This is an optimization exercise on Yosys and OpenROAD, whose aim is small area, a short achievable clock period and few clock cycles per item, not a production implementation.
At most, simulation tests tie the RTL to the original design; equivalence was not proved.
No functional check of the RTL was part of run 2.
Power and IR drop assume default switching activity.

==> flow/design.v (outline; a module is shown in full before it is edited, if it fits) <==
// module mult_fa: 4 lines
// module mult_ha: 4 lines
// module mult_xnor: 3 lines
// module mult_fac: 4 lines
// module mult_ao22: 3 lines
// module mult_bsel: 5 lines
// module mult_bseln: 5 lines
// module mult_benc: 4 lines
// module mult_gpn: 4 lines
// module mult_gn: 3 lines
// module mult_gpi: 4 lines
// module mult_gi: 3 lines
// module mult_and: 3 lines
// module mult_pre: 2479 lines
// module mult_post: 996 lines
// module mult_top: 39 lines
module mult_top (
    input  logic        clock,
    input  logic        reset,
    input  logic        in_valid,
    input  logic [31:0] in_rs1,
    input  logic [31:0] in_rs2,
    input  logic [5:0]  in_dest,
    input  logic [3:0]  in_bm,
    input  logic [2:0]  in_func,
    output logic        fu_free,
    input  logic [3:0]  b_mm_resolve,
    input  logic        b_mm_mispred,
    input  logic        cdb_gnt,
    output logic        out_valid,
    output logic [31:0] out_result,
    output logic [5:0]  out_dest
);
  // ...
==> flow/flow/run.sh <==
#!/bin/bash
# The standard layout (standard.sh) with two changes to how it is made:
# the input and output ports get plain buf_4 buffers (buffer_ports would
# otherwise pick a delay cell), and clock-tree synthesis inserts no dummy
# loads.  The full make output goes to standard.log in the work folder.
set -euo pipefail
export BUFFER_PORTS_ARGS="-buffer_cell sky130_fd_sc_hd__buf_4"
export CTS_ARGS="-sink_clustering_enable -repair_clock_nets -dont_use_dummy_load -buf_list {sky130_fd_sc_hd__clkbuf_4 sky130_fd_sc_hd__clkbuf_8}"
bash standard.sh > standard.log 2>&1
==> flow/standard.sh <==
#!/bin/bash
# synth_recipe.tcl (not shown) runs the flow's synth.tcl, then flattens the netlist and writes it again
# the make line also repeats each setting of config.mk as NAME=value (left out here)
make -C /OpenROAD-flow-scripts/flow DESIGN_CONFIG=/design/flow/config.mk WORK_HOME=/design/flow/orfs CLKGATE_MAP_FILE= SYNTH_SCRIPT=/design/flow/synth_recipe.tcl "${@:-finish}"
==> flow/config.mk <==
export PLATFORM = sky130hd
export DESIGN_NAME = mult_top
export DESIGN_NICKNAME = mult_top
export VERILOG_FILES = /design/flow/design.v
export SDC_FILE = /design/flow/constraint.sdc
export NUM_CORES = 4
export LEC_CHECK = 0
export CAP_MARGIN = 20
export CORE_MARGIN = 2
export CORE_UTILIZATION = 50
export CTS_BUF_LIST = sky130_fd_sc_hd__clkbuf_4 sky130_fd_sc_hd__clkbuf_8
export PLACE_DENSITY = 0.65
export SETUP_SLACK_MARGIN = 1.5
export SLEW_MARGIN = 20
export SYNTH_HIERARCHICAL = 1
export SYNTH_MINIMUM_KEEP_SIZE = 0
==> flow/constraint.sdc <==
create_clock -name core_clock -period 6.5 [get_ports {clock}]
set_input_delay 1.3000 -clock core_clock [delete_from_list [all_inputs] [get_ports {clock}]]
set_output_delay 1.3000 -clock core_clock [all_outputs]
set_load 0.01 [all_outputs]
==> flow_summary.yaml, run 1 <==
status:
  status: "complete, no violations"
synthesis:
  syn_avg_cell_area_um2: 11.7
  synth_top_area_share_pct: 33.8
  synth-edff-count: 131
clocking:
  clock-root-buffer: "clkbuf_8"
  cts_buffers: 17
  clkTransAtPathRegs_ns: 0.08
power_and_ir_drop:
  p_sw_share_pct: 52.1
  clock_power_share_pct: 2.3
global_route:
  met3_usage_pct: 9.76
  grt_usage_pct: 35.9
route:
  drc_errors: 0
  routed_wl_um: 107000
  wl_per_cell_um: 30.8
  wl_met2_um: 48400
placement:
  place_area_um2: 31400
  dp.cells: 3375
floorplan:
  core_area_um2: 56100
worst_setup_path:
  endpoint_kind: "output pin"
  cp.depth: 14
  critPathCapture: "out_result[17]"
min_path:
  hp-class: "reg2reg"
  holdCritStartpoint: "bm_q[0]"
cells_and_area:
  seqCellArea_um2: 4030
  final_common_cell: "xor2_1"
  clock_buffers: 17
  seq_share_pct: 12.0
  stdcell_count: 3475
sta:
  clock_skew_ns: 0.0258
Testbench counts, summed over its fixed seeds: cycles 6,414, items 4,800.
==> run 2: changes to the inputs <==
--- a/flow/design.v
+++ b/flow/design.v
@@ -43,27 +43,31 @@
     assign p = ~(p1 | p0);
 endmodule
 module mult_gi (input logic g1, p1, g0, output logic g);
     assign g = ~(g1 & (p1 | g0));
 endmodule
 module mult_and (input logic a, b, output logic y);
     assign y = a & b;
 endmodule
+module mult_sgn (input logic [1:0] f, input logic s, output logic y);
+    assign y = ~(f[1] & f[0]) & s;
+endmodule
 module mult_pre (
     input  logic [31:0] rs1,
     input  logic [31:0] rs2,
     input  logic [1:0]  func,    
     output logic [123:0] t
 );
     logic [34:0] ax, bx;
-    logic sa, sb;
-    assign sa = ~(func[1] & func[0]) & rs1[31];
+    logic sa0, sa1, sb;
+    mult_sgn g_sa0 (.f(func), .s(rs1[31]), .y(sa0));
+    mult_sgn g_sa1 (.f(func), .s(rs1[31]), .y(sa1));
     assign sb = ~func[1] & rs2[31];
-    assign ax = {sa, sa, rs1, 1'b0};
+    assign ax = {sa1, sa0, rs1, 1'b0};
     assign bx = {sb, sb, rs2, 1'b0};
     logic u;         
     assign u = func[1] & rs2[31];
     logic [15:0] one, two;
     mult_benc e0 (.b2(bx[2]), .b1(bx[1]), .b0(bx[0]), .one(one[0]), .two(two[0]));
     mult_benc e1 (.b2(bx[4]), .b1(bx[3]), .b0(bx[2]), .one(one[1]), .two(two[1]));
     mult_benc e2 (.b2(bx[6]), .b1(bx[5]), .b0(bx[4]), .one(one[2]), .two(two[2]));
     mult_benc e3 (.b2(bx[8]), .b1(bx[7]), .b0(bx[6]), .one(one[3]), .two(two[3]));
==> flow/flow/run.sh (replaced) <==
#!/bin/bash
# The standard layout (standard.sh) with two changes to how it is made:
# the input and output ports get plain buf_2 buffers (buffer_ports would
# otherwise pick a delay cell), and clock-tree synthesis inserts no dummy
# loads.  The full make output goes to standard.log in the work folder.
set -euo pipefail
export BUFFER_PORTS_ARGS="-buffer_cell sky130_fd_sc_hd__buf_2"
export CTS_ARGS="-sink_clustering_enable -repair_clock_nets -dont_use_dummy_load -buf_list {sky130_fd_sc_hd__clkbuf_4 sky130_fd_sc_hd__clkbuf_8}"
bash standard.sh > standard.log 2>&1
--- a/flow/config.mk
+++ b/flow/config.mk
@@ -9,8 +9,9 @@
 export CORE_MARGIN = 2
 export CORE_UTILIZATION = 50
 export CTS_BUF_LIST = sky130_fd_sc_hd__clkbuf_4 sky130_fd_sc_hd__clkbuf_8
 export PLACE_DENSITY = 0.65
 export SETUP_SLACK_MARGIN = 1.5
 export SLEW_MARGIN = 20
 export SYNTH_HIERARCHICAL = 1
 export SYNTH_MINIMUM_KEEP_SIZE = 0
+export TNS_END_PERCENT = 0
==> run 2 against run 1 <==
Register-to-register slack is essentially flat. Power shrank 4.3%. Die area is essentially flat. Cell area shrank 1.9%. Combinational power shrank 5%. Worst setup slack lost 0.18 ns. Via count grew 0.47%. Final cell count grew 0.58%. Highest routed layer unchanged. Utilization shrank 1.2 points. Largest power group unchanged. Global-route usage is essentially flat.
==> flow_summary.yaml, run 2 <==
power_and_ir_drop:
  leakagePower_nw: 13.4
  p_sw_share_pct: 52.4
  switchingPower_mw: 11.0
  power_frac_seq_pct: 12.0
  clock_power_share_pct: 2.4
  power.density_nw_per_um2: 638
  peakVddDrop_uv: 422
  p_int_mw: 10.0
  power_mw: 21.0
  pwr-share-comb_pct: 85.6
global_route:
  grt_max_degree: 78
  grt_first_pass_wirelength_um: 157000
  grt_pass1_vias: 24473
  antenna_found_initial: 9
  grt-ovfl-total: 0
  grt_usage_pct: 35.9
placement:
  dp_slack_ns: 0.678
  place.gp.congestion: 0.989
  port_buffers: 124
  dp_hpwl_um: 74300
cells_and_area:
  num-fill-cells: 4644
  seqCellArea_um2: 4030
  drive_gt1_share_pct: 22.9
  nNetsFinal: 3395
  multiInputGateArea_um2: 25300
  final_common_cell: "xor2_1"
  syn2layout_area_growth_pct: 16.8
  reg_top3: "t_q x124, out_dest x6, bm_q x4"
  regMostFlops: "t_q"
  final_cell_mix: "xor2_1 (556), a22o_1 (544), fa_1 (440)"
  largest_reg_flops: 124
  antenna_cells: 0
min_path:
  whs_endpoint: "bm_q[0]"
  holdPathStages: 2
  holdCritStartpoint: "bm_q[0]"
  hp-class: "reg2reg"
clocking:
  clock_sinks: 136
  cts_tree: "done"
  hold_buffers: 0
  htree_num_levels: 4
  clkTransAtPathRegs_ns: 0.09
  clock_latency_ns: 0.48
  cts_buffers: 17
  clock-root-buffer: "clkbuf_8"
  clockBufferDepth: 2
flow_run:
  cap_violations: 0
sta:
  fin_ws_ns: 1.28
  worst_pin_slew_ns: 1.06
  setup_viol: 0
  period_minus_slack_ns: 5.22
  maxSlewHeadroom_pct: 29.3
  slew_violations: 0
  rsz0062_at_grt: "yes"
  clock_skew_ns: 0.0375
  finalSetupTns_ns: 0
  min_period_over_period_pct: 80.3
  max_freq_mhz: 192
  hold_viol: 0
route:
  vias: 23509
  wl_per_cell_um: 30.5
  drc_errors: 0
  first_pass_iters: 7
  ant_nets: 0
  vias_per_cell: 6.73
  routed_wl_um: 106000
  first_iter_violations: 2866
worst_setup_path:
  cp_max_fo: 12
  reg2reg_depth: 3
  r2r-start: "v_q"
  start_kind: "input port"
  cp.required_ns: 6.68
  regToRegSetupSlack_ns: 4.25
  worstPathArrival_ns: 5.40
  path_class: "in2reg"
  timing.rr.end: "t_q[85]"
  endpoint_kind: "flop"
synthesis:
  syn_avg_cell_area_um2: 11.7
  ys_types: 40
  synth_top_area_share_pct: 33.7
  yosys_warnings: 39
  synth_async_sr_flop_share_pct: 0
  ys_seq_elements: 136
  netlist_area_um2: 28200
  synthFlopType: "edfxtp_1"
  synth-edff-count: 131
  yosysSeqAreaShare_pct: 14.3
  synth_most_common_cell: "xor2_1"
  synth.area.top_cells: "fa_1 (34%), xor2_1 (18%), a22o_1 (17%)"
  netlist_instances: 2412
  synth_common_cells: "xor2_1 (580), a22o_1 (544), fa_1 (476), edfxtp_1 (131), nand2_1 (101)"
  yosys.area.top_type: "fa_1"
floorplan:
  die_w_um: 242
  rows: 87
  start_util_pct: 50.4
  dieArea_um2: 58400
  die_y_um: 242
  core_area_um2: 56100
  io_pins: 126
status:
  status: "complete, no violations"
run 2: cell types whose count changed after synthesis, sizes merged:
cell    before  now
a21boi       2    3
run 2: per-stage QoR:
step	instances	hold WS, ns	util, %	area (um2)
global route	3495	0.517	58.8	33000
detailed placement	3415	0.474	55.8	31300
finish	3495	0.490	58.8	33000
CTS	3466	0.489	57.5	32300
global placement	3415	0.477	55.8	31300
floorplan	2430	0.459	-	28800
run 2: layout make-up:
cell class | instances | share of cell area [%]
clock buffers | 17 | 0.710
inverters | 49 | 0.573
repair buffers | 291 | 6.79
well taps | 756 | 2.87
multi-input cells | 2246 | 76.8
flip-flops and latches | 136 | 12.2
run 2: cell families (layout without fill, tap and decap cells):
| family | Yosys count | after routing | synth area share [%] |
|---|---|---|---|
| AOI/OAI and AO/OA | 762 | 766 | 23.3 |
| xor gates and xnor gates | 630 | 634 | 19.5 |
| adders and majority gates | 568 | 568 | 37.8 |
| buffers and inverters | 56 | 357 | 0.758 |
| DFF | 136 | 136 | 14.3 |
| muxes | 2 | 2 | 0.0798 |
| other | 1 | 19 | 0.0133 |
| and+or+nand+nor | 257 | 257 | 4.21 |
run 2: per-module statistics from Yosys, one instance, submodules excluded, excerpt:
| module | area [um2] | times used | flip-flops and latches |
|---|---|---|---|
| mult_sgn | 11.3 | 2 | 0 |
| mult_post | 1840 | 1 | 0 |
| mult_and | 6.26 | 32 | 0 |
| mult_xnor | 8.76 | 32 | 0 |
| mult_fa | 20.0 | 476 | 0 |
| mult_fac | 6.26 | 16 | 0 |
run 2: how the worst max path moves through the flow:
stage / from / to / slack [ns] / depth (start not counted)
2_1_floorplan: in_rs2[18] / t_q[77] / 1.40 / 10
3_5_place_dp: in_rs2[17] / t_q[53] / 0.68 / 12
6_report: in_rs2[16] / t_q[97] / 1.28 / 10
3_3_place_gp: in_rs2[17] / t_q[51] / 0.70 / 12
5_1_grt: t_q[59] / out_result[9] / 1.28 / 15
4_1_cts: in_rs2[9] / t_q[77] / 1.33 / 11
run 2: metal layers:
metal	GRT usage, %	vias up	part of all wire [%]
li1	-	9423	-
met1	48.1	11932	39
met2	54.7	1729	45
met3	8.73	415	11
met4	17.1	10	5.4
met5	0	-	0.083
run 2: critical path, cell delays in order:
cell    delay, ns
buf_2        0.30
xor2_4       0.63
a22o_1       0.27
xor2_1       0.25
fa_1         0.46
fa_1         0.41
fa_1         0.44
fa_1         0.49
fa_2         0.36
fa_1         0.49
run 2: power groups by stage:
| stage | clock network (mW) | registers (mW) | logic, mW |
|---|---|---|---|
| 2_1_floorplan | 0 | 2.46 | 10.4 |
| 5_1_grt | 0.557 | 2.56 | 19.5 |
| 3_3_place_gp | 0 | 2.53 | 16.3 |
| 3_5_place_dp | 0 | 2.54 | 16.5 |
| 6_report | 0.511 | 2.52 | 18.0 |
| 4_1_cts | 0.528 | 2.52 | 17.1 |
run 2: what timing repair did:
action,in CTS,in global routing
gates cloned,8,2
setup endpoints to repair,78,91
pin swaps,25,32
buffers inserted,26,26
gates resized for setup,69,69

==> afterwards: timing with drivers on the ports <==
No port has a modelled driver above. Below, the same layouts with a new extraction and two added sets of constraints. Step 1 sets driving cells, clkbuf_16 on the clock port and buf_2 on the other inputs (assumed; they add their load-dependent delay and slew). Step 2, shift: input delay + t, output delay - t, t = (earliest + latest rising clock arrival at the registers) / 2. This alone moves slack from input paths to output paths. Slacks: ideal / step 1 / step 2; pairs: ideal / step 1.
run	t (ns)	setup slack, ns	worst register clock-pin slew, ns
run 1	0.520	1.458 / 1.409 / 0.944	0.08 / 0.08
run 2	0.512	1.281 / 1.231 / 0.718	0.09 / 0.09
After both steps setup and hold are still met in every run listed. For run 2, which loses most, drivers alone change the setup slack by -0.050 ns; drivers and shift together by -0.563 ns.
